Background: an optimization exercise with open tools, aiming at small area, a short achievable clock period and few clock cycles per item. Do not read the settings as production practice.
Function was checked by simulation only, so behaviour that the tests miss may differ from the original.
Power and IR drop assume default switching activity.

**flow/run.sh**
```bash
#!/bin/bash
# synth_recipe.tcl (not shown) runs the flow's synth.tcl, then flattens the netlist and writes it again
# the make line also repeats each setting of config.mk as NAME=value (left out here)
make -C /OpenROAD-flow-scripts/flow DESIGN_CONFIG=/design/flow/config.mk WORK_HOME=/design/flow/orfs CLKGATE_MAP_FILE= SYNTH_SCRIPT=/design/flow/synth_recipe.tcl finish
```
**flow/config.mk**
```make
export PLATFORM = sky130hd
export DESIGN_NAME = func
export DESIGN_NICKNAME = func
export VERILOG_FILES = /design/flow/design.v
export SDC_FILE = /design/flow/constraint.sdc
export NUM_CORES = 4
export LEC_CHECK = 0
export CAP_MARGIN = 20
export CORE_MARGIN = 2
export CORE_UTILIZATION = 65
export CTS_BUF_LIST = sky130_fd_sc_hd__clkbuf_16
export CTS_CLUSTER_DIAMETER = 500
export CTS_CLUSTER_SIZE = 100
export PLACE_DENSITY = 0.75
export SETUP_SLACK_MARGIN = 1.5
export SLEW_MARGIN = 20
export SYNTH_HIERARCHICAL = 1
export SYNTH_MINIMUM_KEEP_SIZE = 0
```
**flow/constraint.sdc**
```tcl
create_clock -name core_clock -period 5.0 [get_ports {clk_i}]
set_input_delay 1.0000 -clock core_clock [delete_from_list [all_inputs] [get_ports {clk_i}]]
set_output_delay 1.0000 -clock core_clock [all_outputs]
set_load 0.01 [all_outputs]
```
**flow/design.v**
```verilog
`timescale 1ns / 1ps
module csa_fa (
  input a, b, c,
  output s, co
);
  assign s = a ^ b ^ c;
  assign co = (a & b) | (a & c) | (b & c);
endmodule
module csa_ha (
  input a, b,
  output s, co
);
  assign s = a ^ b;
  assign co = a & b;
endmodule
`timescale 1ns / 1ps
module cube (
  input [7:0] x_bi,
  input [3:0] s_i,
  output [23:0] r1_o,
  output [16:0] r2_o,
  output cin_o
);
  wire [3:0] h = x_bi[7:4];
  wire [3:0] l = x_bi[3:0];
  wire [11:0] h3, l3;
  wire [9:0] h2x3, l2x3;
  assign h3[0] = h[0];
  assign h3[1] = (h[1] & h[0]);
  assign h3[2] = (h[2] & h[0]);
  assign h3[3] = (h[1] & ~h[0]) | (~h[3] & ~h[2] & h[1]) | (h[3] & h[2] & h[1]) | (~h[3] & h[2] & ~h[1] & h[0]) | (h[3] & ~h[2] & ~h[1] & h[0]);
  assign h3[4] = (h[3] & ~h[2] & h[0]) | (~h[3] & h[2] & h[1]) | (h[2] & ~h[1] & h[0]) | (~h[2] & h[1] & h[0]) | (h[2] & h[1] & ~h[0]);
  assign h3[5] = (h[3] & h[1]) | (~h[3] & h[2] & ~h[1] & h[0]);
  assign h3[6] = (~h[3] & h[2]) | (h[2] & ~h[1] & ~h[0]) | (h[3] & ~h[2] & h[1] & ~h[0]) | (h[3] & ~h[2] & ~h[1] & h[0]);
  assign h3[7] = (h[2] & h[1] & ~h[0]) | (h[3] & ~h[1] & h[0]) | (h[3] & h[1] & ~h[0]) | (h[3] & h[2] & ~h[0]);
  assign h3[8] = (h[2] & h[1] & h[0]) | (h[3] & ~h[2] & h[1]);
  assign h3[9] = (h[3] & ~h[0]) | (h[3] & ~h[2] & ~h[1]);
  assign h3[10] = (h[3] & h[1] & h[0]) | (h[3] & h[2] & ~h[1] & ~h[0]);
  assign h3[11] = (h[3] & h[2] & h[1]) | (h[3] & h[2] & h[0]);
  assign l3[0] = l[0];
  assign l3[1] = (l[1] & l[0]);
  assign l3[2] = (l[2] & l[0]);
  assign l3[3] = (l[1] & ~l[0]) | (~l[3] & ~l[2] & l[1]) | (l[3] & l[2] & l[1]) | (~l[3] & l[2] & ~l[1] & l[0]) | (l[3] & ~l[2] & ~l[1] & l[0]);
  assign l3[4] = (l[3] & ~l[2] & l[0]) | (~l[3] & l[2] & l[1]) | (l[2] & ~l[1] & l[0]) | (~l[2] & l[1] & l[0]) | (l[2] & l[1] & ~l[0]);
  assign l3[5] = (l[3] & l[1]) | (~l[3] & l[2] & ~l[1] & l[0]);
  assign l3[6] = (~l[3] & l[2]) | (l[2] & ~l[1] & ~l[0]) | (l[3] & ~l[2] & l[1] & ~l[0]) | (l[3] & ~l[2] & ~l[1] & l[0]);
  assign l3[7] = (l[2] & l[1] & ~l[0]) | (l[3] & ~l[1] & l[0]) | (l[3] & l[1] & ~l[0]) | (l[3] & l[2] & ~l[0]);
  assign l3[8] = (l[2] & l[1] & l[0]) | (l[3] & ~l[2] & l[1]);
  assign l3[9] = (l[3] & ~l[0]) | (l[3] & ~l[2] & ~l[1]);
  assign l3[10] = (l[3] & l[1] & l[0]) | (l[3] & l[2] & ~l[1] & ~l[0]);
  assign l3[11] = (l[3] & l[2] & l[1]) | (l[3] & l[2] & l[0]);
  assign h2x3[0] = h[0];
  assign h2x3[1] = h[0];
  assign h2x3[2] = (h[1] & ~h[0]);
  assign h2x3[3] = (h[1] & ~h[0]) | (~h[2] & h[1]) | (h[2] & ~h[1] & h[0]);
  assign h2x3[4] = (h[3] & ~h[1] & h[0]) | (h[2] & ~h[1] & ~h[0]) | (~h[3] & h[1] & h[0]);
  assign h2x3[5] = (h[3] & h[0]) | (~h[3] & h[2] & ~h[0]) | (h[3] & ~h[2] & h[1]) | (h[2] & ~h[1] & ~h[0]);
  assign h2x3[6] = (h[2] & h[1] & ~h[0]) | (h[3] & ~h[2] & ~h[1]) | (h[2] & ~h[1] & h[0]) | (h[3] & ~h[2] & h[0]);
  assign h2x3[7] = (h[3] & ~h[1]) | (h[2] & h[1] & h[0]);
  assign h2x3[8] = (h[3] & h[2] & ~h[1]) | (h[3] & ~h[2] & h[1]);
  assign h2x3[9] = (h[3] & h[2] & h[1]);
  assign l2x3[0] = l[0];
  assign l2x3[1] = l[0];
  assign l2x3[2] = (l[1] & ~l[0]);
  assign l2x3[3] = (l[1] & ~l[0]) | (~l[2] & l[1]) | (l[2] & ~l[1] & l[0]);
  assign l2x3[4] = (l[3] & ~l[1] & l[0]) | (l[2] & ~l[1] & ~l[0]) | (~l[3] & l[1] & l[0]);
  assign l2x3[5] = (l[3] & l[0]) | (~l[3] & l[2] & ~l[0]) | (l[3] & ~l[2] & l[1]) | (l[2] & ~l[1] & ~l[0]);
  assign l2x3[6] = (l[2] & l[1] & ~l[0]) | (l[3] & ~l[2] & ~l[1]) | (l[2] & ~l[1] & l[0]) | (l[3] & ~l[2] & l[0]);
  assign l2x3[7] = (l[3] & ~l[1]) | (l[2] & l[1] & l[0]);
  assign l2x3[8] = (l[3] & l[2] & ~l[1]) | (l[3] & ~l[2] & l[1]);
  assign l2x3[9] = (l[3] & l[2] & l[1]);
  wire hs0, hc0;
  csa_ha ha0 (.a(l3[9]), .b(h2x3[0] & l[1]), .s(hs0), .co(hc0));
  wire fs0, fc0;
  csa_fa fa0 (.a(l3[10]), .b(h2x3[0] & l[2]), .c(h2x3[1] & l[1]), .s(fs0), .co(fc0));
  wire hs1, hc1;
  csa_ha ha1 (.a(h2x3[2] & l[0]), .b(l2x3[3] & h[3]), .s(hs1), .co(hc1));
  wire fs1, fc1;
  csa_fa fa1 (.a(l3[11]), .b(h2x3[0] & l[3]), .c(h2x3[1] & l[2]), .s(fs1), .co(fc1));
  wire fs2, fc2;
  csa_fa fa2 (.a(h2x3[2] & l[1]), .b(h2x3[3] & l[0]), .c(l2x3[4] & h[3]), .s(fs2), .co(fc2));
  wire hs2, hc2;
  csa_ha ha2 (.a(l2x3[5] & h[2]), .b(l2x3[6] & h[1]), .s(hs2), .co(hc2));
  wire fs3, fc3;
  csa_fa fa3 (.a(h3[0]), .b(h2x3[1] & l[3]), .c(h2x3[2] & l[2]), .s(fs3), .co(fc3));
  wire fs4, fc4;
  csa_fa fa4 (.a(h2x3[3] & l[1]), .b(h2x3[4] & l[0]), .c(l2x3[5] & h[3]), .s(fs4), .co(fc4));
  wire fs5, fc5;
  csa_fa fa5 (.a(l2x3[6] & h[2]), .b(l2x3[7] & h[1]), .c(l2x3[8] & h[0]), .s(fs5), .co(fc5));
  wire fs6, fc6;
  csa_fa fa6 (.a(h3[1]), .b(h2x3[2] & l[3]), .c(h2x3[3] & l[2]), .s(fs6), .co(fc6));
  wire fs7, fc7;
  csa_fa fa7 (.a(h2x3[4] & l[1]), .b(h2x3[5] & l[0]), .c(l2x3[6] & h[3]), .s(fs7), .co(fc7));
  wire fs8, fc8;
  csa_fa fa8 (.a(l2x3[7] & h[2]), .b(l2x3[8] & h[1]), .c(l2x3[9] & h[0]), .s(fs8), .co(fc8));
  wire fs9, fc9;
  csa_fa fa9 (.a(h3[2]), .b(h2x3[3] & l[3]), .c(h2x3[4] & l[2]), .s(fs9), .co(fc9));
  wire fs10, fc10;
  csa_fa fa10 (.a(h2x3[5] & l[1]), .b(h2x3[6] & l[0]), .c(l2x3[7] & h[3]), .s(fs10), .co(fc10));
  wire hs3, hc3;
  csa_ha ha3 (.a(l2x3[8] & h[2]), .b(l2x3[9] & h[1]), .s(hs3), .co(hc3));
  wire fs11, fc11;
  csa_fa fa11 (.a(h3[3]), .b(h2x3[4] & l[3]), .c(h2x3[5] & l[2]), .s(fs11), .co(fc11));
  wire fs12, fc12;
  csa_fa fa12 (.a(h2x3[6] & l[1]), .b(h2x3[7] & l[0]), .c(l2x3[8] & h[3]), .s(fs12), .co(fc12));
  wire fs13, fc13;
  csa_fa fa13 (.a(h3[4]), .b(h2x3[5] & l[3]), .c(h2x3[6] & l[2]), .s(fs13), .co(fc13));
  wire hs4, hc4;
  csa_ha ha4 (.a(l3[7]), .b(l2x3[0] & h[3]), .s(hs4), .co(hc4));
  wire fs14, fc14;
  csa_fa fa14 (.a(l3[8]), .b(h2x3[0] & l[0]), .c(l2x3[1] & h[3]), .s(fs14), .co(fc14));
  wire hs5, hc5;
  csa_ha ha5 (.a(l2x3[2] & h[2]), .b(l2x3[3] & h[1]), .s(hs5), .co(hc5));
  wire fs15, fc15;
  csa_fa fa15 (.a(h2x3[1] & l[0]), .b(l2x3[2] & h[3]), .c(l2x3[3] & h[2]), .s(fs15), .co(fc15));
  wire fs16, fc16;
  csa_fa fa16 (.a(l2x3[4] & h[1]), .b(l2x3[5] & h[0]), .c(hs0), .s(fs16), .co(fc16));
  wire fs17, fc17;
  csa_fa fa17 (.a(l2x3[4] & h[2]), .b(l2x3[5] & h[1]), .c(l2x3[6] & h[0]), .s(fs17), .co(fc17));
  wire fs18, fc18;
  csa_fa fa18 (.a(hc0), .b(hs1), .c(fs0), .s(fs18), .co(fc18));
  wire fs19, fc19;
  csa_fa fa19 (.a(l2x3[7] & h[0]), .b(hc1), .c(hs2), .s(fs19), .co(fc19));
  wire fs20, fc20;
  csa_fa fa20 (.a(fc0), .b(fs1), .c(fs2), .s(fs20), .co(fc20));
  wire fs21, fc21;
  csa_fa fa21 (.a(hc2), .b(fc1), .c(fc2), .s(fs21), .co(fc21));
  wire fs22, fc22;
  csa_fa fa22 (.a(fs3), .b(fs4), .c(fs5), .s(fs22), .co(fc22));
  wire fs23, fc23;
  csa_fa fa23 (.a(fc3), .b(fc4), .c(fc5), .s(fs23), .co(fc23));
  wire fs24, fc24;
  csa_fa fa24 (.a(fs6), .b(fs7), .c(fs8), .s(fs24), .co(fc24));
  wire fs25, fc25;
  csa_fa fa25 (.a(hs3), .b(fc6), .c(fc7), .s(fs25), .co(fc25));
  wire fs26, fc26;
  csa_fa fa26 (.a(fc8), .b(fs10), .c(fs9), .s(fs26), .co(fc26));
  wire fs27, fc27;
  csa_fa fa27 (.a(l2x3[9] & h[2]), .b(hc3), .c(fc10), .s(fs27), .co(fc27));
  wire fs28, fc28;
  csa_fa fa28 (.a(fc9), .b(fs11), .c(fs12), .s(fs28), .co(fc28));
  wire fs29, fc29;
  csa_fa fa29 (.a(h2x3[7] & l[1]), .b(h2x3[8] & l[0]), .c(l2x3[9] & h[3]), .s(fs29), .co(fc29));
  wire fs30, fc30;
  csa_fa fa30 (.a(fc11), .b(fc12), .c(fs13), .s(fs30), .co(fc30));
  wire fs31, fc31;
  csa_fa fa31 (.a(h3[5]), .b(h2x3[6] & l[3]), .c(h2x3[7] & l[2]), .s(fs31), .co(fc31));
  wire fs32, fc32;
  csa_fa fa32 (.a(h2x3[8] & l[1]), .b(h2x3[9] & l[0]), .c(fc13), .s(fs32), .co(fc32));
  wire fs33, fc33;
  csa_fa fa33 (.a(h3[6]), .b(h2x3[7] & l[3]), .c(h2x3[8] & l[2]), .s(fs33), .co(fc33));
  wire hs6, hc6;
  csa_ha ha6 (.a(l3[6]), .b(l2x3[0] & h[2]), .s(hs6), .co(hc6));
  wire fs34, fc34;
  csa_fa fa34 (.a(l2x3[1] & h[2]), .b(l2x3[2] & h[1]), .c(l2x3[3] & h[0]), .s(fs34), .co(fc34));
  wire fs35, fc35;
  csa_fa fa35 (.a(l2x3[4] & h[0]), .b(hc4), .c(hs5), .s(fs35), .co(fc35));
  wire fs36, fc36;
  csa_fa fa36 (.a(hc5), .b(fc14), .c(fs15), .s(fs36), .co(fc36));
  wire fs37, fc37;
  csa_fa fa37 (.a(fc15), .b(fs17), .c(fc16), .s(fs37), .co(fc37));
  wire fs38, fc38;
  csa_fa fa38 (.a(fc17), .b(fs19), .c(fc18), .s(fs38), .co(fc38));
  wire fs39, fc39;
  csa_fa fa39 (.a(fc19), .b(fs21), .c(fc20), .s(fs39), .co(fc39));
  wire fs40, fc40;
  csa_fa fa40 (.a(fc21), .b(fs23), .c(fc22), .s(fs40), .co(fc40));
  wire fs41, fc41;
  csa_fa fa41 (.a(fc23), .b(fs25), .c(fc24), .s(fs41), .co(fc41));
  wire fs42, fc42;
  csa_fa fa42 (.a(fc25), .b(fs27), .c(fc26), .s(fs42), .co(fc42));
  wire fs43, fc43;
  csa_fa fa43 (.a(fs29), .b(fc27), .c(fc28), .s(fs43), .co(fc43));
  wire fs44, fc44;
  csa_fa fa44 (.a(fc29), .b(fs31), .c(fs32), .s(fs44), .co(fc44));
  wire fs45, fc45;
  csa_fa fa45 (.a(h2x3[9] & l[1]), .b(fc31), .c(fs33), .s(fs45), .co(fc45));
  wire fs46, fc46;
  csa_fa fa46 (.a(h3[7]), .b(h2x3[8] & l[3]), .c(h2x3[9] & l[2]), .s(fs46), .co(fc46));
  wire hs7, hc7;
  csa_ha ha7 (.a(l3[5]), .b(l2x3[0] & h[1]), .s(hs7), .co(hc7));
  wire fs47, fc47;
  csa_fa fa47 (.a(l2x3[1] & h[1]), .b(l2x3[2] & h[0]), .c(hs6), .s(fs47), .co(fc47));
  wire fs48, fc48;
  csa_fa fa48 (.a(hc6), .b(hs4), .c(fs34), .s(fs48), .co(fc48));
  wire fs49, fc49;
  csa_fa fa49 (.a(fc34), .b(fs14), .c(fs35), .s(fs49), .co(fc49));
  wire fs50, fc50;
  csa_fa fa50 (.a(fc35), .b(fs16), .c(fs36), .s(fs50), .co(fc50));
  wire fs51, fc51;
  csa_fa fa51 (.a(fc36), .b(fs18), .c(fs37), .s(fs51), .co(fc51));
  wire fs52, fc52;
  csa_fa fa52 (.a(fs20), .b(fc37), .c(fs38), .s(fs52), .co(fc52));
  wire fs53, fc53;
  csa_fa fa53 (.a(fs22), .b(fc38), .c(fs39), .s(fs53), .co(fc53));
  wire fs54, fc54;
  csa_fa fa54 (.a(fs24), .b(fc39), .c(fs40), .s(fs54), .co(fc54));
  wire fs55, fc55;
  csa_fa fa55 (.a(fs26), .b(fc40), .c(fs41), .s(fs55), .co(fc55));
  wire fs56, fc56;
  csa_fa fa56 (.a(fs28), .b(fc41), .c(fs42), .s(fs56), .co(fc56));
  wire fs57, fc57;
  csa_fa fa57 (.a(fs30), .b(fc42), .c(fs43), .s(fs57), .co(fc57));
  wire fs58, fc58;
  csa_fa fa58 (.a(fc30), .b(fc43), .c(fs44), .s(fs58), .co(fc58));
  wire fs59, fc59;
  csa_fa fa59 (.a(fc32), .b(fs45), .c(fc44), .s(fs59), .co(fc59));
  wire fs60, fc60;
  csa_fa fa60 (.a(fc33), .b(fs46), .c(fc45), .s(fs60), .co(fc60));
  wire fs61, fc61;
  csa_fa fa61 (.a(h3[8]), .b(h2x3[9] & l[3]), .c(fc46), .s(fs61), .co(fc61));
  wire hs8, hc8;
  csa_ha ha8 (.a(l3[0]), .b(s_i[0]), .s(hs8), .co(hc8));
  wire fs62, fc62;
  csa_fa fa62 (.a(s_i[1]), .b(hc8), .c(l3[1]), .s(fs62), .co(fc62));
  wire fs63, fc63;
  csa_fa fa63 (.a(s_i[2]), .b(l3[2]), .c(fc62), .s(fs63), .co(fc63));
  wire fs64, fc64;
  csa_fa fa64 (.a(s_i[3]), .b(l3[3]), .c(fc63), .s(fs64), .co(fc64));
  wire fs65, fc65;
  csa_fa fa65 (.a(l3[4]), .b(l2x3[0] & h[0]), .c(fc64), .s(fs65), .co(fc65));
  assign r1_o = {h3[11], h3[10], h3[9], fs61, fs60, fc58, fc57, fc56, fc55, fc54, fc53, fc52, fc51, fc50, fc49, fc48, fc47, hc7, l2x3[1] & h[0], fs65, fs64, fs63, fs62, hs8};
  assign r2_o = {fc61, fc60, fc59, fs59, fs58, fs57, fs56, fs55, fs54, fs53, fs52, fs51, fs50, fs49, fs48, fs47, hs7};
  assign cin_o = fc65;
endmodule
`timescale 1ns / 1ps
module sqrt(
  input [7:0] x_i,
  output reg [3:0] y_o
);
  integer k;
  always @(*) begin
    y_o = 4'd0;
    for (k = 1; k < 16; k = k + 1)
      if (x_i >= k * k) y_o = k;
  end
endmodule
`timescale 1ns / 1ps
module func(
	input clk_i,
	input rst_i,
	input start_i,
	input [7:0] a_i,
	input [7:0] b_i,
	input change_mode,
	output [1:0] busy_o,
	output [15:0] y_o
);
  reg [7:0] a;
  reg [3:0] root;
  reg busy;
  reg mode;
  reg show_hi, show_lo;
  wire cleared = ~(show_hi | show_lo);
  wire next_mode = mode ^ change_mode;
  reg [23:0] row1;
  reg [16:0] row2;
  reg row_c;
  wire next_c;
  wire [19:0] hi_sum = {row1[23:5], 1'b1} + {1'b0, 1'b0, row2[16], row2[15], row2[14], row2[13], row2[12], row2[11], row2[10], row2[9], row2[8], row2[7], row2[6], row2[5], row2[4], row2[3], row2[2], row2[1], row2[0], row_c};
  wire [3:0] result_sqrt;
  wire [23:0] next1;
  wire [16:0] next2;
  wire [23:0] part_result;
  wire accept = start_i & ~busy;
  sqrt sqrt1(.x_i(b_i), .y_o(result_sqrt));
  cube cube1(.x_bi(a), .s_i(root), .r1_o(next1), .r2_o(next2), .cin_o(next_c));
  assign part_result = {hi_sum[19:1], row1[4:0]};
  assign busy_o = {1'b0, busy};
  assign y_o[7:0] = ({8{show_hi}} & part_result[23:16]) | ({8{show_lo}} & part_result[7:0]);
  assign y_o[15:8] = {8{show_lo}} & part_result[15:8];
  always @(posedge clk_i) begin
    row1 <= next1;
    row2 <= next2;
    row_c <= next_c;
    if (accept) begin
      a <= a_i;
      root <= result_sqrt;
    end
    if (rst_i) begin
      mode <= 1'b0;
      busy <= 1'b0;
      show_hi <= 1'b0;
      show_lo <= 1'b0;
    end else begin
      mode <= next_mode;
      busy <= accept;
      show_hi <= next_mode & (accept | ~cleared);
      show_lo <= ~next_mode & (accept | ~cleared);
    end
  end
endmodule
```
==> flow_metrics.py, run 1 <==
metrics = {
    "outcome": {
        "status": "timing/DRC/antenna clean",
    },
    "synthesis": {
        "yosys.area.top_type": "fa_1",
        "yosys_warnings": 8,
        "synth_area_um2": 5320,
        "synth_top_area_share_pct": 25.2,
        "synthesis.nets": 640,
        "synth_area_leaders": "fa_1 25%, dfxtp_1 17%, edfxtp_1 6.8%",
        "synth-async-reset-ratio_pct": 0,
        "synth_edf_count": 12,
        "yosys-top-cells-count": "67 x fa_1, 46 x buf_4, 46 x dfxtp_1",
        "synthFlopType": "dfxtp_1",
        "yosysUniqueCellTypes": 69,
        "synth_seq_cells": 58,
        "avgSynthCellArea_um2": 10.1,
        "netlist_instances": 527,
        "synth.most_common_cell": "fa_1",
        "synth_seq_area_share_pct": 24.1,
    },
    "detailed_routing": {
        "wl_mm": 12.4,
        "via_per_inst": 5.92,
        "firstDrtPassIters": 5,
        "vias": 3855,
        "detail_route.wl_per_cell_um": 19.0,
        "drc": 0,
        "drtAntennaViolNets": 0,
        "drtIter0Drc": 204,
    },
    "finish": {
        "nets": 657,
        "n_fill_cell": 514,
        "utilization_pct": 78.4,
        "layout-drive-gt1-share_pct": 19.1,
        "n_antenna_cell": 0,
        "syn_to_final_growth_pct": 15.1,
    },
    "setup_path": {
        "worstPathMaxFanout": 4,
        "worstSetupEndpointType": "output port",
        "crit_buf_inv": 1,
        "crit_family": "compound AO/OA/AOI/OAI gates",
        "critPathMaxStageDelay_ns": 0.33,
        "cpMaxStageDelayCell": "dfxtp_1",
        "cp.required_ns": 4.00,
        "crit_type": "flop to output port",
        "crit_chain": "ha_4 > o211ai_1 > o211ai_2 > nand4_1 > a21oi_1 > or3_1 > a32o_1 > dlygate4sd2_1",
        "cp.arrival_ns": 2.52,
        "critPathLaunchType": "flop",
    },
    "timing": {
        "hold_viol": 0,
        "period_share_pct": 70.5,
        "worst_slew_pin_slew_ns": 0.586,
        "fin_setup_tns_ns": 0,
        "finClkSkew_ns": 0.0102,
        "timing.slew.headroom_pct": 60.9,
        "period_needed_ns": 3.52,
        "finalSetupViolCount": 0,
        "grt_setup_unrepaired": "yes",
        "fmax_mhz": 284,
        "slew_violations": 0,
    },
    "floorplan": {
        "die_h_um": 94.4,
        "coreArea_um2": 7810,
        "fp.dieW_um": 94.4,
        "std_cell_rows": 32,
        "start_util_pct": 68.1,
        "dieArea_um2": 8920,
        "io_pins": 38,
    },
    "power_and_ir_drop": {
        "ir_drop_v": 0.000245,
        "netSwitchingPower_mw": 1.03,
        "power_frac_seq_pct": 25.7,
        "clkPwrFrac_pct": 22.4,
        "p_comb_share_pct": 51.9,
        "power_density_nw_per_um2": 432,
        "netSwitchingFraction_pct": 39.0,
        "p_int_mw": 1.61,
        "power_leakage_nw": 2.65,
    },
    "cts": {
        "tritoncts": "built",
        "clkLatencyLatePin_ns": 0.33,
        "cts_hold_buf": 0,
        "cts_sinks": 58,
        "htreeDepth": 3,
        "root_buffer": "clkbuf_16",
        "clk_pin_slew_ns": 0.06,
        "cts_made_buffers": 9,
        "cts_buffer_depth": 2,
    },
    "global_routing": {
        "grt_pass1_vias": 3972,
        "grt_pass1_wl_mm": 19.7,
        "grt.overflow.total": 0,
        "track_usage_pct": 29.5,
        "grt_max_degree": 24,
        "antenna_found_initial": 0,
    },
    "placed_design": {
        "dp_hpwl_mm": 8.76,
        "io_buffers": 36,
        "gp_congestion": 0.946,
    },
    "run": {
        "maxCapViolCount": 0,
    },
    "hold_path": {
        "hp-class": "flop to flop",
    },
}
[worst register-to-register path: stages (launching register included)]
cell and delay [ns]:
edfxtp_1 0.59, buf_4 0.23, xor2_1 0.15, a22o_1 0.23
and2_1 0.19, fa_1 0.43, fa_1 0.47, fa_1 0.55
fa_1 0.43
[stage by stage]
step / hold slack, ns / instances / power, mW / area (µm²) / setup WS, ns
floorplan: 0.484 / 527 / 1.67 / 5320 / 1.85
detailed placement: 0.475 / 603 / 1.83 / 5380 / 1.31
finish: 0.479 / 651 / 2.64 / 6120 / 1.48
CTS: 0.485 / 634 / 2.61 / 5970 / 1.43
global route: 0.498 / 651 / 2.83 / 6120 / 1.35
global placement: 0.443 / 603 / 1.81 / 5380 / 1.29
[flip-flops by register name, summed over array words and instances (netlist names)]
register	cells
row1	24
row2	17
mode	1
show_hi	1
show_lo	1
row_c	1
busy	1
root	4
a	8
[worst paths after layout]
kind                            slack, ns  cells past startpoint      end     from
worst max-delay path                 1.48                      8   y_o[1]  row1[6]
worst min-delay path                 0.48                      1  row1[0]  root[0]
worst max register to register       1.59                      8  row2[9]     a[5]
worst min register to register       0.48                      1  row1[0]  root[0]
[final cells by class]
| cell class | count | area [µm²] | share of cell area [%] |
|---|---|---|---|
| Multi-Input combinational cell | 393 | 3760 | 61.4 |
| Sequential cell | 58 | 1290 | 21.0 |
| Timing Repair Buffer | 69 | 594 | 9.71 |
| Clock buffer | 10 | 250 | 4.09 |
| Tap cell | 102 | 128 | 2.09 |
| Inverter | 13 | 52.6 | 0.859 |
| Clock inverter | 6 | 47.5 | 0.777 |
[cells in the final DEF, fill, tap and decap left out, types with 5 or more instances in the layout]
cell / netlist / layout
clkdlybuf4s50_1: 0 / 26
buf_4: 46 / 33
a22o_1: 6 / 6
or2_2: 5 / 5
xor2_1: 10 / 9
nand3_1: 5 / 5
fa_1: 67 / 66
o21ai_0: 20 / 19
nor2b_1: 15 / 15
ha_1: 26 / 15
dlygate4sd2_1: 0 / 6
dfxtp_1: 46 / 43
clkbuf_16: 0 / 10
and2_1: 42 / 42
nor2_1: 32 / 31
xnor2_1: 15 / 14
a21boi_0: 6 / 5
nand2b_1: 5 / 5
mux2i_1: 6 / 5
ha_4: 0 / 8
a21oi_2: 1 / 6
inv_1: 11 / 11
edfxtp_1: 12 / 12
nand2_1: 30 / 30
a21oi_1: 29 / 23
[modules after synthesis, one instance, submodules excluded]
module / times used / flops+latches / area [µm²]
csa_fa: 66 / 0 / 20.0
cube: 1 / 0 / 1300
sqrt: 1 / 0 / 163
func: 1 / 58 / 2420
csa_ha: 9 / 0 / 12.5
[power groups by stage]
stage	combinational (mW)	sequential [mW]	clock, mW
finish	1.37	0.679	0.591
global route	1.52	0.687	0.626
CTS	1.33	0.682	0.600
detailed placement	1.15	0.679	0
global placement	1.14	0.673	0
floorplan	1.04	0.638	0
[logic make-up (layout without fill, tap and decap cells)]
logic type	Yosys count	count (layout)	synth area share, %
adder cells (fa/ha/maj)	94	94	31.6
other	1	1	0.0705
AO/OA/AOI/OAI	103	103	13.2
AND/OR/NAND/NOR	164	164	16.9
XOR/XNOR	25	25	4.12
multiplexers	6	6	1.13
flip-flops	58	58	24.1
buffers and inverters	76	98	8.99
[metal layers]
layer	wire length, µm	track usage (%)	vias to the layer above
met2	5930	48.1	171
met1	5070	37.3	1865
met5	0	0	-
met3	912	7.02	36
li1	-	-	1783
met4	484	14.1	0
[timing repair]
action                                  4_1_cts  5_1_grt
pin swaps                                    18       11
gates resized for setup                      43       13
endpoints found under the setup margin       24       21
hold endpoints to repair                      0        0
buffers inserted                             15       17
Testbench counts, summed over its fixed seeds: cycles 3,200, items 1,600.
==> inputs of run 2 (changes only) <==
==> flow/config.mk (replaced) <==
export PLATFORM = sky130hd
export DESIGN_NAME = func
export DESIGN_NICKNAME = func
export VERILOG_FILES = /design/flow/design.v
export SDC_FILE = /design/flow/constraint.sdc
export NUM_CORES = 4
export LEC_CHECK = 0
export CAP_MARGIN = 20
export CORE_MARGIN = 2
export CORE_UTILIZATION = 80
export PLACE_DENSITY = 0.85
export SETUP_SLACK_MARGIN = 1.5
export SLEW_MARGIN = 20
export SYNTH_HIERARCHICAL = 1
export SYNTH_MINIMUM_KEEP_SIZE = 0
==> run 2 against run 1 <==
  * Critical path depth grew 1
  * Sequential power up 3.2%
  * Sequential cell count stayed put
  * Cell area fell by 0.53%
  * Setup slack worse by 0.33 ns
  * Core utilization is 17 points higher
  * Area after synthesis stayed put
  * Die area fell by 18%
  * Register-to-register slack got worse by 0.21 ns
==> flow_metrics.py, run 2 <==
metrics = {
    "outcome": {
        "status": "timing/DRC/antenna clean",
    },
    "cts": {
        "root_buffer": "clkbuf_8",
        "cts_buffer_depth": 2,
        "clkLatencyLatePin_ns": 0.35,
        "cts_made_buffers": 9,
        "cts_hold_buf": 0,
        "clk_pin_slew_ns": 0.08,
        "cts_sinks": 58,
        "tritoncts": "built",
        "htreeDepth": 3,
    },
    "run": {
        "maxCapViolCount": 0,
    },
    "global_routing": {
        "grt_pass1_vias": 4374,
        "grt_max_degree": 25,
        "grt.overflow.total": 0,
        "antenna_found_initial": 2,
        "track_usage_pct": 41.7,
        "grt_pass1_wl_mm": 23.0,
    },
    "setup_path": {
        "crit_chain": "ha_2 > and3_2 > a221oi_4 > buf_4 > nand4_1 > o21ai_0 > a41oi_1 > o311ai_1 > clkbuf_2",
        "cp.required_ns": 4.00,
        "crit_type": "flop to output port",
        "critPathMaxStageDelay_ns": 0.42,
        "worstPathMaxFanout": 5,
        "worstSetupEndpointType": "output port",
        "critPathLaunchType": "flop",
        "crit_buf_inv": 2,
        "cp.arrival_ns": 2.85,
        "cpMaxStageDelayCell": "o21ai_0",
        "crit_family": "compound AO/OA/AOI/OAI gates",
    },
    "finish": {
        "layout_commonest_cell": "fa_1",
        "largestRegisters": "row1: 24 flops, row2: 17 flops, a: 8 flops",
        "largest_register": "row1",
        "nets": 660,
        "largest_reg_flops": 24,
        "utilization_pct": 95.3,
        "fin_area_um2": 6090,
        "most-common-layout-cells": "66 x fa_1, 42 x and2_1, 41 x dfxtp_1",
        "syn_to_final_growth_pct": 14.5,
        "layout-drive-gt1-share_pct": 22.6,
    },
    "timing": {
        "timing.slew.headroom_pct": 37.7,
        "finClkSkew_ns": 0.00766,
        "grt_setup_unrepaired": "yes",
        "fin_setup_tns_ns": 0,
        "fmax_mhz": 260,
        "finalSetupViolCount": 0,
        "period_share_pct": 77.0,
        "period_needed_ns": 3.85,
        "slew_violations": 0,
        "worst_slew_pin_slew_ns": 0.925,
        "setup_ws_ns": 1.15,
        "hold_viol": 0,
    },
    "synthesis": {
        "avgSynthCellArea_um2": 10.1,
        "synth.most_common_cell": "fa_1",
        "synth_area_leaders": "fa_1 25%, dfxtp_1 17%, edfxtp_1 6.8%",
        "netlist_instances": 527,
        "yosys.area.top_type": "fa_1",
        "synth_seq_cells": 58,
        "synth_top_area_share_pct": 25.2,
        "yosys_warnings": 8,
        "synth_edf_count": 12,
        "synthesis.nets": 640,
        "yosysUniqueCellTypes": 69,
        "synth-async-reset-ratio_pct": 0,
        "yosys-top-cells-count": "67 x fa_1, 46 x buf_4, 46 x dfxtp_1",
        "synth_seq_area_share_pct": 24.1,
        "synth_area_um2": 5320,
        "synthFlopType": "dfxtp_1",
    },
    "detailed_routing": {
        "vias": 4784,
        "drtIter0Drc": 726,
        "wl_mm": 19.2,
        "firstDrtPassIters": 8,
        "detail_route.wl_per_cell_um": 30.4,
        "drtAntennaViolNets": 0,
        "drc": 0,
        "via_per_inst": 7.59,
    },
    "hold_path": {
        "hp-class": "flop to flop",
    },
    "floorplan": {
        "fp.dieW_um": 85.5,
        "die_h_um": 85.5,
        "io_pins": 38,
        "std_cell_rows": 29,
        "start_util_pct": 83.2,
        "coreArea_um2": 6390,
        "dieArea_um2": 7310,
    },
    "placed_design": {
        "gp_congestion": 0.998,
        "dp_hpwl_mm": 9.12,
        "io_buffers": 36,
        "placed_area_um2": 5350,
        "dpl_worst_slack_ns": 1.28,
    },
    "power_and_ir_drop": {
        "ir_drop_v": 0.000521,
        "power_leakage_nw": 2.63,
        "power_density_nw_per_um2": 500,
    },
}
run 2: cells by family (layout without fill, tap and decap cells):
kind of cell               count (synthesis)  after routing  share of synthesized area [%]
and+or+nand+nor                          164            164                           16.9
AOI/OAI and AO/OA                        103            103                           13.2
muxes                                      6              6                           1.13
xor gates and xnor gates                  25             25                           4.12
other                                      1              2                         0.0705
buffers and inverters                     76            101                           8.99
adders and majority gates                 94             94                           31.6
DFF                                       58             58                           24.1
run 2: report_power, final:
part	internal [mW]	switching [mW]
clock	0.183	0.223
combinational	0.797	1.14
sequential	0.599	0.102
total	1.58	1.46
run 2: area by class of cell:
class	instances	area [µm²]
flip-flops and latches	58	1290
repair buffers	72	607
fillers	161	300
clock inverters	7	53.8
multi-input cells	393	3860
inverters	13	48.8
well taps	77	96.3
clock buffers	9	124
diodes	1	2.50
run 2: path summary, 6_finish.rpt:
check	from	end	slack (ns)	cells past startpoint
min	root[0]	row1[0]	0.52	1
max	row1[21]	y_o[6]	1.15	9
max reg2reg	a[4]	row2[10]	1.38	8
min reg2reg	root[0]	row1[0]	0.52	1
run 2: per-module statistics from Yosys, one instance, submodules excluded:
module  copies in the design  flops+latches  cells inside  cell area, µm²
csa_fa                    66              0             1            20.0
csa_ha                     9              0             1            12.5
cube                       1              0           212            1300
func                       1             58           216            2420
sqrt                       1              0            24             163
run 2: timing repair:
action,4_1_cts,5_1_grt
pin swaps,22,21
gates resized for setup,48,38
setup buffers,17,18
setup endpoints to repair,26,28
run 2: through the flow:
step / power, mW / cells / hold WS, ns
global placement: 1.77 / 578 / 0.471
floorplan: 1.67 / 527 / 0.484
global route: 3.09 / 630 / 0.519
finish: 3.04 / 630 / 0.524
detailed placement: 1.83 / 578 / 0.472
CTS: 2.43 / 611 / 0.493
run 2: routing by layer:
layer | routed length (µm) | part of all wire (%) | track usage (%)
met1 | 5790 | 30 | 51.4
met5 | 57 | 0.30 | 0
met2 | 8140 | 42 | 70.8
met3 | 3090 | 16 | 8.85
met4 | 2100 | 11 | 19.2
run 2: worst register-to-register path: stages, from the launching register on:
cell	delay (ns)
edfxtp_1	0.55
buf_4	0.23
xnor2_1	0.35
o22ai_1	0.23
and2_1	0.26
fa_1	0.50
fa_1	0.43
fa_1	0.53
fa_1	0.43
==> inputs of run 3 (changes only) <==
--- a/flow/design.v
+++ b/flow/design.v
@@ -18,7 +18,7 @@
   input [7:0] x_bi,
   input [3:0] s_i,
   output [23:0] r1_o,
-  output [16:0] r2_o,
+  output [13:0] r2_o,
   output cin_o
 );
   wire [3:0] h = x_bi[7:4];
@@ -209,19 +209,10 @@
   csa_fa fa60 (.a(fc33), .b(fs46), .c(fc45), .s(fs60), .co(fc60));
   wire fs61, fc61;
   csa_fa fa61 (.a(h3[8]), .b(h2x3[9] & l[3]), .c(fc46), .s(fs61), .co(fc61));
-  wire hs8, hc8;
-  csa_ha ha8 (.a(l3[0]), .b(s_i[0]), .s(hs8), .co(hc8));
-  wire fs62, fc62;
-  csa_fa fa62 (.a(s_i[1]), .b(hc8), .c(l3[1]), .s(fs62), .co(fc62));
-  wire fs63, fc63;
-  csa_fa fa63 (.a(s_i[2]), .b(l3[2]), .c(fc62), .s(fs63), .co(fc63));
-  wire fs64, fc64;
-  csa_fa fa64 (.a(s_i[3]), .b(l3[3]), .c(fc63), .s(fs64), .co(fc64));
-  wire fs65, fc65;
-  csa_fa fa65 (.a(l3[4]), .b(l2x3[0] & h[0]), .c(fc64), .s(fs65), .co(fc65));
-  assign r1_o = {h3[11], h3[10], h3[9], fs61, fs60, fc58, fc57, fc56, fc55, fc54, fc53, fc52, fc51, fc50, fc49, fc48, fc47, hc7, l2x3[1] & h[0], fs65, fs64, fs63, fs62, hs8};
-  assign r2_o = {fc61, fc60, fc59, fs59, fs58, fs57, fs56, fs55, fs54, fs53, fs52, fs51, fs50, fs49, fs48, fs47, hs7};
-  assign cin_o = fc65;
+  wire [8:0] lo_sum = {1'b0, fc47, hc7, hs7, l3[4], s_i[3], s_i[2], s_i[1], l3[0]} + {1'b0, fs48, fs47, l2x3[1] & h[0], l2x3[0] & h[0], l3[3], l3[2], l3[1], s_i[0]};
+  assign r1_o = {h3[11], h3[10], h3[9], fs61, fs60, fc58, fc57, fc56, fc55, fc54, fc53, fc52, fc51, fc50, fc49, fc48, lo_sum[7], lo_sum[6], lo_sum[5], lo_sum[4], lo_sum[3], lo_sum[2], lo_sum[1], lo_sum[0]};
+  assign r2_o = {fc61, fc60, fc59, fs59, fs58, fs57, fs56, fs55, fs54, fs53, fs52, fs51, fs50, fs49};
+  assign cin_o = lo_sum[8];
 endmodule
 `timescale 1ns / 1ps
 module sqrt(
@@ -254,18 +245,18 @@
   wire cleared = ~(show_hi | show_lo);
   wire next_mode = mode ^ change_mode;
   reg [23:0] row1;
-  reg [16:0] row2;
+  reg [13:0] row2;
   reg row_c;
   wire next_c;
-  wire [19:0] hi_sum = {row1[23:5], 1'b1} + {1'b0, 1'b0, row2[16], row2[15], row2[14], row2[13], row2[12], row2[11], row2[10], row2[9], row2[8], row2[7], row2[6], row2[5], row2[4], row2[3], row2[2], row2[1], row2[0], row_c};
+  wire [16:0] hi_sum = {row1[23:8], 1'b1} + {1'b0, 1'b0, row2[13], row2[12], row2[11], row2[10], row2[9], row2[8], row2[7], row2[6], row2[5], row2[4], row2[3], row2[2], row2[1], row2[0], row_c};
   wire [3:0] result_sqrt;
   wire [23:0] next1;
-  wire [16:0] next2;
+  wire [13:0] next2;
   wire [23:0] part_result;
   wire accept = start_i & ~busy;
   sqrt sqrt1(.x_i(b_i), .y_o(result_sqrt));
   cube cube1(.x_bi(a), .s_i(root), .r1_o(next1), .r2_o(next2), .cin_o(next_c));
-  assign part_result = {hi_sum[19:1], row1[4:0]};
+  assign part_result = {hi_sum[16:1], row1[7:0]};
   assign busy_o = {1'b0, busy};
   assign y_o[7:0] = ({8{show_hi}} & part_result[23:16]) | ({8{show_lo}} & part_result[7:0]);
   assign y_o[15:8] = {8{show_lo}} & part_result[15:8];
--- a/flow/config.mk
+++ b/flow/config.mk
@@ -7,9 +7,9 @@
 export LEC_CHECK = 0
 export CAP_MARGIN = 20
 export CORE_MARGIN = 2
-export CORE_UTILIZATION = 80
-export PLACE_DENSITY = 0.85
-export SETUP_SLACK_MARGIN = 1.5
+export CORE_UTILIZATION = 65
+export PLACE_DENSITY = 0.75
+export SETUP_SLACK_MARGIN = 1.65
 export SLEW_MARGIN = 20
 export SYNTH_HIERARCHICAL = 1
 export SYNTH_MINIMUM_KEEP_SIZE = 0
==> run 3 against run 2 <==
  * Maximum frequency rose by 13%
  * First-iteration DRC count fell by 66%
  * Sequential cell count decreased by 3
  * Critical path depth increased by 1
  * Cell area grew 1.8%
  * Area after synthesis rose by 2.2%
  * Clock power is 36% lower
  * Combinational power down 26%
  * Clock skew is 0.014 ns higher
  * Wire length down 33%
  * Clock-buffer cell count shrank 4
  * Register-to-register slack better by 0.32 ns
  * Largest power group unchanged
  * Highest routed layer is now met4
==> flow_metrics.py, run 3 <==
metrics = {
    "finish": {
        "nets": 701,
        "layout-drive-gt1-share_pct": 19.9,
        "largest_register": "row1",
        "most-common-layout-cells": "60 x fa_1, 56 x and2_1, 42 x buf_4",
        "largest_reg_flops": 24,
        "instances_no_fill": 693,
        "layout_commonest_cell": "fa_1",
        "largestRegisters": "row1: 24 flops, row2: 14 flops, a: 8 flops",
        "syn_to_final_growth_pct": 14.0,
        "n_antenna_cell": 0,
    },
    "synthesis": {
        "avgSynthCellArea_um2": 9.76,
        "yosys.area.top_type": "fa_1",
        "synth_top_area_share_pct": 23.6,
        "synth_area_leaders": "fa_1 24%, dfxtp_1 16%, ha_1 6.9%",
        "synth_edf_count": 12,
        "yosys-top-cells-count": "64 x fa_1, 58 x and2_1, 43 x dfxtp_1",
        "synthesis.nets": 671,
        "yosysUniqueCellTypes": 74,
        "synth.most_common_cell": "fa_1",
        "synth_area_um2": 5430,
        "synthFlopType": "dfxtp_1",
        "yosys_warnings": 8,
        "synth_seq_cells": 55,
        "synth_seq_area_share_pct": 22.5,
        "netlist_instances": 557,
        "synth-async-reset-ratio_pct": 0,
    },
    "detailed_routing": {
        "wl_mm": 12.9,
        "drtAntennaViolNets": 0,
        "vias": 4233,
        "detail_route.wl_per_cell_um": 18.5,
        "drc": 0,
        "via_per_inst": 6.11,
        "firstDrtPassIters": 5,
        "drtIter0Drc": 250,
    },
    "global_routing": {
        "grt_pass1_vias": 4077,
        "grt.overflow.total": 0,
        "grt_pass1_wl_mm": 20.1,
        "grt_max_degree": 20,
        "track_usage_pct": 29.2,
        "antenna_found_initial": 0,
    },
    "setup_path": {
        "r2r_start": "a[4]",
        "crit_path_start": "row1[8]",
        "critPathLaunchType": "flop",
        "worstSetupEndpointType": "output port",
        "crit_type": "flop to output port",
        "cp.required_ns": 4.00,
        "cp.arrival_ns": 2.39,
        "worstPathMaxFanout": 4,
    },
    "timing": {
        "period_share_pct": 67.9,
        "grt_setup_unrepaired": "yes",
        "finClkSkew_ns": 0.0212,
        "fin_setup_tns_ns": 0,
        "worst_slew_pin_slew_ns": 0.561,
        "setup_ws_ns": 1.61,
        "finalSetupViolCount": 0,
        "fmax_mhz": 295,
        "period_needed_ns": 3.39,
        "hold_viol": 0,
        "slew_violations": 0,
        "timing.slew.headroom_pct": 62.6,
    },
    "cts": {
        "clkLatencyLatePin_ns": 0.32,
        "root_buffer": "clkbuf_8",
        "clk_pin_slew_ns": 0.10,
        "cts_buffer_depth": 2,
        "cts_hold_buf": 0,
        "cts_made_buffers": 5,
        "tritoncts": "built",
        "cts_sinks": 55,
        "htreeDepth": 2,
    },
    "floorplan": {
        "std_cell_rows": 33,
        "coreArea_um2": 8180,
        "die_h_um": 95.4,
        "dieArea_um2": 9110,
        "fp.dieW_um": 95.4,
        "start_util_pct": 66.5,
        "io_pins": 38,
    },
    "placed_design": {
        "dpl_worst_slack_ns": 1.26,
        "placed_cells": 641,
        "dp_hpwl_mm": 9.33,
        "io_buffers": 36,
        "gp_congestion": 0.922,
    },
    "power_and_ir_drop": {
        "power_leakage_nw": 2.66,
        "ir_drop_v": 0.000151,
        "power_density_nw_per_um2": 382,
    },
    "run": {
        "maxCapViolCount": 0,
    },
    "hold_path": {
        "hp-class": "flop to flop",
        "hp-start": "mode",
    },
    "outcome": {
        "status": "timing/DRC/antenna clean",
    },
}
-- run 3: changes by cell type after synthesis, moves of 5 or more --
cell,before,now
a22o_1,6,0
and2_1,42,58
buf_4,46,35
inv_1,11,19
nor2_1,32,37
nor2b_1,15,8
nor3_1,4,13
-- run 3: final timing paths --
check             endpoint  slack [ns]  cells after the start
setup / recovery    y_o[3]        1.61                     10
hold / removal        mode        0.53                      2
hold reg to reg       mode        0.53                      2
setup reg to reg   row2[7]        1.70                     10
-- run 3: layout make-up --
class                           count  area [µm²]
Clock buffer                        5        68.8
Clock inverter                      3        26.3
Fill cell                         571        1980
Inverter                           21        90.1
Multi-Input combinational cell    424        3970
Sequential cell                    55        1230
Tap cell                          105         131
Timing Repair Buffer               80         681
-- run 3: repair_timing --
action,4_1_cts,5_1_grt
gates cloned,0,0
setup buffers,32,12
pin swaps,10,7
gates resized for setup,42,34
endpoints found under the setup margin,28,19
-- run 3: per-layer routing --
| metal | global-route usage [%] | share of wire (%) | vias to the layer above |
|---|---|---|---|
| li1 | - | - | 1945 |
| met1 | 37.6 | 41 | 2045 |
| met2 | 50.1 | 49 | 200 |
| met3 | 3.72 | 6.1 | 43 |
| met4 | 12.1 | 4.3 | 0 |
| met5 | 0 | 0 | - |
-- run 3: kinds of logic after synthesis --
group                      Yosys count  synth area share [%]
AOI/OAI and AO/OA                  113                  14.5
buffers and inverters               78                  8.68
and+or+nand+nor                    193                  19.6
adders and majority gates           94                  30.5
DFF                                 55                  22.5
other                                1                0.0690
xor gates and xnor gates            19                  3.41
muxes                                4                 0.737
-- run 3: Yosys stat by module, one instance, submodules excluded --
module | cells | flops+latches | area [µm²] | copies in the design
csa_fa | 1 | 0 | 20.0 | 62
csa_ha | 1 | 0 | 12.5 | 8
cube | 242 | 0 | 1590 | 1
func | 216 | 55 | 2330 | 1
sqrt | 29 | 0 | 171 | 1
-- run 3: stage by stage --
step / hold slack, ns / utilization [%] / area (µm²) / power, mW
final: 0.532 / 75.8 / 6200 / 2.37
after global placement: 0.491 / 67.7 / 5530 / 1.78
after CTS: 0.529 / 73.4 / 6000 / 2.28
after detailed placement: 0.496 / 67.7 / 5530 / 1.83
after global routing: 0.549 / 75.8 / 6200 / 2.55
after floorplan: 0.437 / - / 5430 / 1.68
-- run 3: power by group --
group	leakage, nW	switching [mW]	internal, mW
sequential	0.474	0.0907	0.580
combinational	2.14	0.757	0.681
clock	0.0491	0.157	0.103
total	2.66	1.01	1.36
-- run 3: worst max-delay path, cell delays in order, from the launching register on --
cell           delay (ns)
dfxtp_2              0.35
inv_1                0.06
fa_2                 0.42
nor2b_4              0.13
o211ai_1             0.11
buf_4                0.17
a21oi_4              0.19
buf_4                0.15
a311o_1              0.16
nand3_1              0.06
dlygate4sd2_1        0.29
Testbench counts of run 3, summed over its fixed seeds: cycles 3,200, items 1,600.
==> inputs of run 4 (changes only) <==
--- a/flow/config.mk
+++ b/flow/config.mk
@@ -9,7 +9,7 @@
 export CORE_MARGIN = 2
 export CORE_UTILIZATION = 65
 export PLACE_DENSITY = 0.75
-export SETUP_SLACK_MARGIN = 1.65
+export SETUP_SLACK_MARGIN = 1.8
 export SLEW_MARGIN = 20
 export SYNTH_HIERARCHICAL = 1
 export SYNTH_MINIMUM_KEEP_SIZE = 0
==> run 4 against run 3 <==
  * Still clean
  * Area after synthesis did not move
  * Clock power is essentially flat
  * Maximum frequency up 2.2%
  * Combinational power increased by 12%
  * Synthesized cell count stayed put
  * Non-clock buffer count is 18 higher
  * Sequential power is 2% higher
  * Largest cell class unchanged
  * Highest routed layer unchanged
==> flow_metrics.py, run 4 <==
metrics = {
    "global_routing": {
        "grt_pass1_wl_mm": 20.7,
        "track_usage_pct": 30.1,
        "grt_pass1_vias": 4195,
        "grt_max_degree": 20,
        "antenna_found_initial": 0,
        "grt.overflow.total": 0,
    },
    "timing": {
        "finalSetupViolCount": 0,
        "hold_viol": 0,
        "fin_setup_tns_ns": 0,
        "timing.slew.headroom_pct": 61.5,
        "fmax_mhz": 301,
        "period_share_pct": 66.5,
        "period_needed_ns": 3.32,
        "worst_slew_pin_slew_ns": 0.576,
        "slew_violations": 0,
        "finClkSkew_ns": 0.0197,
        "grt_setup_unrepaired": "yes",
    },
    "finish": {
        "syn_to_final_growth_pct": 20.8,
        "largestRegisters": "row1: 24 flops, row2: 14 flops, a: 8 flops",
        "nets": 719,
        "n_antenna_cell": 0,
        "layout-drive-gt1-share_pct": 31.2,
        "layout_commonest_cell": "buf_4",
        "largest_reg_flops": 24,
        "most-common-layout-cells": "52 x buf_4, 47 x fa_1, 46 x and2_1",
        "largest_register": "row1",
    },
    "cts": {
        "cts_buffer_depth": 2,
        "clkLatencyLatePin_ns": 0.32,
        "cts_hold_buf": 0,
        "cts_made_buffers": 5,
        "htreeDepth": 2,
        "cts_sinks": 55,
        "tritoncts": "built",
        "root_buffer": "clkbuf_8",
        "clk_pin_slew_ns": 0.10,
    },
    "setup_path": {
        "worstSetupEndpointType": "output port",
        "cpMaxStageDelayCell": "dfxtp_4",
        "critPathMaxStageDelay_ns": 0.37,
        "ff2ff_path_depth": 8,
        "crit_top_cell": "buf_4",
        "cp.required_ns": 4.00,
        "worstPathMaxFanout": 2,
        "crit_chain": "ha_4 > a211oi_4 > buf_4 > o211ai_1 > buf_4 > a41oi_2 > o31a_1 > o311ai_1 > buf_2",
        "critPathLaunchType": "flop",
        "cp.arrival_ns": 2.32,
        "crit_type": "flop to output port",
    },
    "synthesis": {
        "avgSynthCellArea_um2": 9.76,
        "synth_area_um2": 5430,
        "synth_edf_count": 12,
        "yosys.area.top_type": "fa_1",
        "synth-async-reset-ratio_pct": 0,
        "synth_seq_area_share_pct": 22.5,
        "synth.most_common_cell": "fa_1",
        "synthesis.nets": 671,
        "synth_seq_cells": 55,
        "yosys_warnings": 8,
        "synth_top_area_share_pct": 23.6,
        "yosys-top-cells-count": "64 x fa_1, 58 x and2_1, 43 x dfxtp_1",
        "yosysUniqueCellTypes": 74,
        "synth_area_leaders": "fa_1 24%, dfxtp_1 16%, ha_1 6.9%",
        "netlist_instances": 557,
        "synthFlopType": "dfxtp_1",
    },
    "detailed_routing": {
        "drtIter0Drc": 368,
        "firstDrtPassIters": 5,
        "drc": 0,
        "detail_route.wl_per_cell_um": 20.5,
        "via_per_inst": 6.23,
        "vias": 4428,
        "drtAntennaViolNets": 0,
        "wl_mm": 14.5,
    },
    "floorplan": {
        "dieArea_um2": 9110,
        "start_util_pct": 66.5,
        "io_pins": 38,
        "fp.dieW_um": 95.4,
        "coreArea_um2": 8180,
        "std_cell_rows": 33,
        "die_h_um": 95.4,
    },
    "placed_design": {
        "gp_congestion": 0.922,
        "io_buffers": 36,
        "dp_hpwl_mm": 9.33,
    },
    "power_and_ir_drop": {
        "power_mw": 2.56,
        "power_density_nw_per_um2": 389,
        "ir_drop_v": 0.000189,
        "power_leakage_nw": 2.78,
    },
    "hold_path": {
        "hp-class": "flop to flop",
        "hold_depth": 2,
    },
    "run": {
        "maxCapViolCount": 0,
    },
    "outcome": {
        "status": "timing/DRC/antenna clean",
    },
}
==> run 4: cell counts after synthesis <==
Identical to the previous run, type by type.
==> run 4: stage by stage <==
stage | std cells | worst slack (ns) | hold slack [ns] | instance area [µm²] | utilization, %
after floorplan | 557 | 1.84 | 0.437 | 5430 | -
after global placement | 641 | 1.37 | 0.491 | 5530 | 67.7
after detailed placement | 641 | 1.26 | 0.496 | 5530 | 67.7
after CTS | 688 | 1.73 | 0.529 | 6120 | 74.9
after global routing | 711 | 1.60 | 0.551 | 6570 | 80.3
final | 711 | 1.68 | 0.533 | 6570 | 80.3
==> run 4: per-layer routing <==
layer  global-route usage [%]  routed length [µm]
met2                     51.4                7320
met1                     38.2                5620
met4                     13.8                 744
met3                     4.11                 863
met5                        0                   0
==> run 4: critical path, delay by kind of cell, from the launching register on <==
kind,cells,cell delay (ns)
AO/OA/AOI/OAI,5,0.89
buffers and inverters,3,0.50
flip-flops,1,0.37
adder cells (fa/ha/maj),1,0.25
==> run 4: Yosys stat by module (local to each module, per instance) <==
module | times used | flip-flops and latches | cells | area, µm²
csa_ha | 8 | 0 | 1 | 12.5
csa_fa | 62 | 0 | 1 | 20.0
func | 1 | 55 | 216 | 2330
sqrt | 1 | 0 | 29 | 171
cube | 1 | 0 | 242 | 1590
==> run 4: logic make-up after synthesis <==
| group | share of synthesized area, % |
|---|---|
| AND/OR/NAND/NOR | 19.6 |
| AO/OA/AOI/OAI | 14.5 |
| adder cells (fa/ha/maj) | 30.5 |
| buffers and inverters | 8.68 |
| flip-flops | 22.5 |
| XOR/XNOR | 3.41 |
| multiplexers | 0.737 |
| other | 0.0690 |
==> run 4: path summary, 6_finish.rpt <==
path / from / to / slack [ns]
min reg2reg: mode / mode / 0.53
max: row1[8] / y_o[6] / 1.68
max reg2reg: a[6] / row2[7] / 1.72
min: mode / mode / 0.53
==> run 4: repair_timing <==
item	4_1_cts	5_1_grt
pin swaps	13	31
setup buffers	39	23
resized for setup	86	81
endpoints found under the setup margin	34	23
==> run 4: final cells by class <==
type                            instances  area, µm²
Sequential cell                        55       1240
Inverter                               21       88.8
Timing Repair Buffer                   98        806
Fill cell                             488       1610
Clock buffer                            5       68.8
Multi-Input combinational cell        424       4210
Clock inverter                          3       26.3
Tap cell                              105        131
==> run 4: power breakdown <==
part	internal, mW	leakage (nW)	total, mW	switching [mW]
logic	0.769	2.26	1.61	0.840
clock network	0.103	0.0491	0.261	0.158
registers	0.586	0.476	0.686	0.0995
==> inputs of run 5 (changes only) <==
--- a/flow/config.mk
+++ b/flow/config.mk
@@ -9,7 +9,7 @@
 export CORE_MARGIN = 2
 export CORE_UTILIZATION = 65
 export PLACE_DENSITY = 0.75
-export SETUP_SLACK_MARGIN = 1.8
+export SETUP_SLACK_MARGIN = 1.5
 export SLEW_MARGIN = 20
 export SYNTH_HIERARCHICAL = 1
 export SYNTH_MINIMUM_KEEP_SIZE = 0
==> run 5 against run 4 <==
  * First-iteration DRC count fell by 44%
  * Cell area fell by 9.6%
  * Wire length fell by 16%
  * Sequential share of layout area rose by 1.9 points
  * Sequential power fell by 5.7%
  * Hold slack got worse by 0.0081 ns
  * Combinational power fell by 17%
  * Sequential cell count did not move
  * Maximum frequency fell by 4.1%
  * Register-to-register slack got worse by 0.06 ns
  * Critical path depth fell by 2
  * Clock skew fell by 0.0013 ns
  * Largest cell class unchanged
  * Highest routed layer unchanged
==> flow_metrics.py, run 5 <==
metrics = {
    "timing": {
        "fin_setup_tns_ns": 0,
        "grt_setup_unrepaired": "yes",
        "holdWs_ns": 0.525,
        "worst_slew_pin_slew_ns": 0.567,
        "period_share_pct": 69.3,
        "finClkSkew_ns": 0.0185,
        "period_needed_ns": 3.47,
        "slew_violations": 0,
        "timing.slew.headroom_pct": 62.1,
        "finalSetupViolCount": 0,
        "fmax_mhz": 289,
        "hold_viol": 0,
    },
    "synthesis": {
        "synth-async-reset-ratio_pct": 0,
        "synth_edf_count": 12,
        "yosysUniqueCellTypes": 74,
        "synth.most_common_cell": "fa_1",
        "synth_area_leaders": "fa_1 24%, dfxtp_1 16%, ha_1 6.9%",
        "synth_top_area_share_pct": 23.6,
        "synth_top_family_by_area": "adder cells",
        "synth_compound_area_share_pct": 14.5,
        "yosys.area.top_type": "fa_1",
        "synth_fa_ha_area_share_pct": 30.5,
        "synthSimpleGateAreaFrac_pct": 19.6,
        "synth-xor-area-share_pct": 3.41,
        "netlist_instances": 557,
        "yosys_warnings": 8,
        "synthMuxAreaShare_pct": 0.737,
        "synth_seq_area_share_pct": 22.5,
        "synthFlopType": "dfxtp_1",
        "synthesis.nets": 671,
        "synth_area_um2": 5430,
        "avgSynthCellArea_um2": 9.76,
        "yosys-top-cells-count": "64 x fa_1, 58 x and2_1, 43 x dfxtp_1",
        "synth_seq_cells": 55,
    },
    "cts": {
        "cts_made_buffers": 5,
        "clkLatencyLatePin_ns": 0.33,
        "htreeDepth": 2,
        "root_buffer": "clkbuf_8",
        "cts_sinks": 55,
        "tritoncts": "built",
        "cts_buffer_depth": 2,
        "clk_pin_slew_ns": 0.11,
    },
    "setup_path": {
        "ff2ff_path_depth": 8,
        "r2r_start": "a[4]",
        "cp.required_ns": 4.00,
        "worstSetupEndpointType": "output port",
        "critPathLaunchType": "flop",
        "cp.arrival_ns": 2.47,
        "r2r-end": "row2[8]",
        "crit_type": "flop to output port",
        "worstPathMaxFanout": 4,
        "r2r_setup_slack_ns": 1.66,
    },
    "hold_path": {
        "hp-class": "flop to flop",
        "hp-start": "root[0]",
        "hold_depth": 1,
        "hold-path-endpoint": "row1[0]",
    },
    "finish": {
        "largest_reg_flops": 24,
        "nets": 684,
        "syn_to_final_growth_pct": 9.16,
        "layout_commonest_cell": "fa_1",
        "most-common-layout-cells": "63 x fa_1, 58 x and2_1, 38 x dfxtp_1",
        "utilization_pct": 72.6,
        "n_antenna_cell": 0,
        "largest_register": "row1",
        "fin_area_um2": 5930,
        "largestRegisters": "row1: 24 flops, row2: 14 flops, a: 8 flops",
        "layout-drive-gt1-share_pct": 13.8,
    },
    "run": {
        "maxCapViolCount": 0,
    },
    "placed_design": {
        "placed_area_um2": 5530,
        "dp_hpwl_mm": 9.33,
        "gp_congestion": 0.922,
        "io_buffers": 36,
    },
    "detailed_routing": {
        "detail_route.wl_per_cell_um": 18.0,
        "drtAntennaViolNets": 0,
        "firstDrtPassIters": 4,
        "vias": 4018,
        "via_per_inst": 5.94,
        "drc": 0,
        "wl_mm": 12.2,
        "drtIter0Drc": 205,
    },
    "global_routing": {
        "grt_max_degree": 20,
        "grt_pass1_wl_mm": 19.4,
        "antenna_found_initial": 0,
        "track_usage_pct": 28.4,
        "grt_pass1_vias": 3901,
        "grt.overflow.total": 0,
    },
    "floorplan": {
        "std_cell_rows": 33,
        "coreArea_um2": 8180,
        "io_pins": 38,
        "start_util_pct": 66.5,
        "fp.dieW_um": 95.4,
        "dieArea_um2": 9110,
        "die_h_um": 95.4,
    },
    "power_and_ir_drop": {
        "power_leakage_nw": 2.60,
        "ir_drop_v": 0.000139,
        "power_density_nw_per_um2": 378,
        "power_mw": 2.24,
    },
    "outcome": {
        "status": "timing/DRC/antenna clean",
    },
}
[run 5: report_power, final]
group          leakage (nW)  internal [mW]  switching (mW)
clock network        0.0491          0.103           0.157
logic                  2.08          0.598           0.735
registers             0.475          0.580          0.0669
[run 5: area by class of cell]
cell class / count / area, µm²
Timing Repair Buffer: 63 / 569
Multi-Input combinational cell: 424 / 3820
Inverter: 21 / 82.6
Sequential cell: 55 / 1230
Clock inverter: 3 / 26.3
Tap cell: 105 / 131
Clock buffer: 5 / 68.8
Fill cell: 620 / 2240
[run 5: metrics by stage]
stage	setup slack (ns)	std cells
detailed placement	1.26	641
floorplan	1.84	557
global route	1.40	676
CTS	1.44	662
finish	1.53	676
global placement	1.37	641
[run 5: how the worst max path moves through the flow]
stage                       start  endpoint  slack [ns]  cells after the start
after CTS                 row2[0]    y_o[6]        1.44                      7
after floorplan              a[5]   row2[7]        1.84                     10
after global placement       a[2]   row2[5]        1.37                      8
after detailed placement     a[2]   row2[5]        1.26                      8
after global routing      row2[0]    y_o[0]        1.40                      7
final                     row2[0]    y_o[0]        1.53                      7
[run 5: routing by layer]
layer | GRT usage [%] | routed length [µm]
met5 | 0 | 0
met4 | 10.8 | 367
met1 | 37.1 | 5220
met3 | 3.95 | 592
met2 | 48.2 | 6020
[run 5: cells by family after synthesis]
family                   count (synthesis)
other                                    1
XOR/XNOR                                19
buffers and inverters                   78
AND/OR/NAND/NOR                        193
AO/OA/AOI/OAI                          113
multiplexers                             4
adder cells (fa/ha/maj)                 94
flip-flops                              55
[run 5: repair_timing]
action / 4_1_cts / 5_1_grt
setup buffers: 13 / 14
hold buffers: 0 / 0
setup endpoints to repair: 23 / 21
pin swaps: 7 / 8
gates resized for setup: 18 / 21
[run 5: modules after synthesis, one instance, submodules excluded]
module | copies in the design | flip-flops and latches
func | 1 | 55
cube | 1 | 0
sqrt | 1 | 0
csa_fa | 62 | 0
csa_ha | 8 | 0
[run 5: critical path, cell delays in order, from the launching register on]
cell and delay, ns:
dfxtp_2 0.35, ha_1 0.33, a211oi_4 0.30, o21ai_4 0.12, a41oi_1 0.24, xor2_1 0.10
o21ai_1 0.14, clkdlybuf4s50_1 0.55

-- port drivers added, routing unchanged --
Ports are ideal in the flow. The routed layouts listed here were re-timed in OpenROAD. Step 1, drivers: a clkbuf_16 drives clk_i and a buf_2 each remaining input, both assumed. Step 2 times the ports against the registers' clock, not the clock port: input delays grow and output delays shrink by t, the midpoint of the rising clock arrivals with the driver on. a / b / c = ideal ports / drivers / drivers and shift; a / b = the first two.
| run | shift t [ns] | setup WS [ns] | worst setup path at the end | clock arrival spread, ns | slew at the worst register clock pin (ns) |
|---|---|---|---|---|---|
| run 1 | 0.361 | 1.475 / 1.437 / 1.593 | register to register | 0.011 / 0.011 | 0.06 / 0.06 |
| run 2 | 0.382 | 1.149 / 1.116 / 1.378 | register to register | 0.008 / 0.008 | 0.08 / 0.08 |
| run 3 | 0.344 | 1.605 / 1.571 / 1.697 | register to register | 0.021 / 0.022 | 0.11 / 0.11 |
| run 4 | 0.349 | 1.677 / 1.641 / 1.717 | register to register | 0.020 / 0.019 | 0.11 / 0.11 |
| run 5 | 0.353 | 1.534 / 1.500 / 1.655 | register to register | 0.019 / 0.019 | 0.11 / 0.11 |
After both steps every run listed still meets setup and hold.
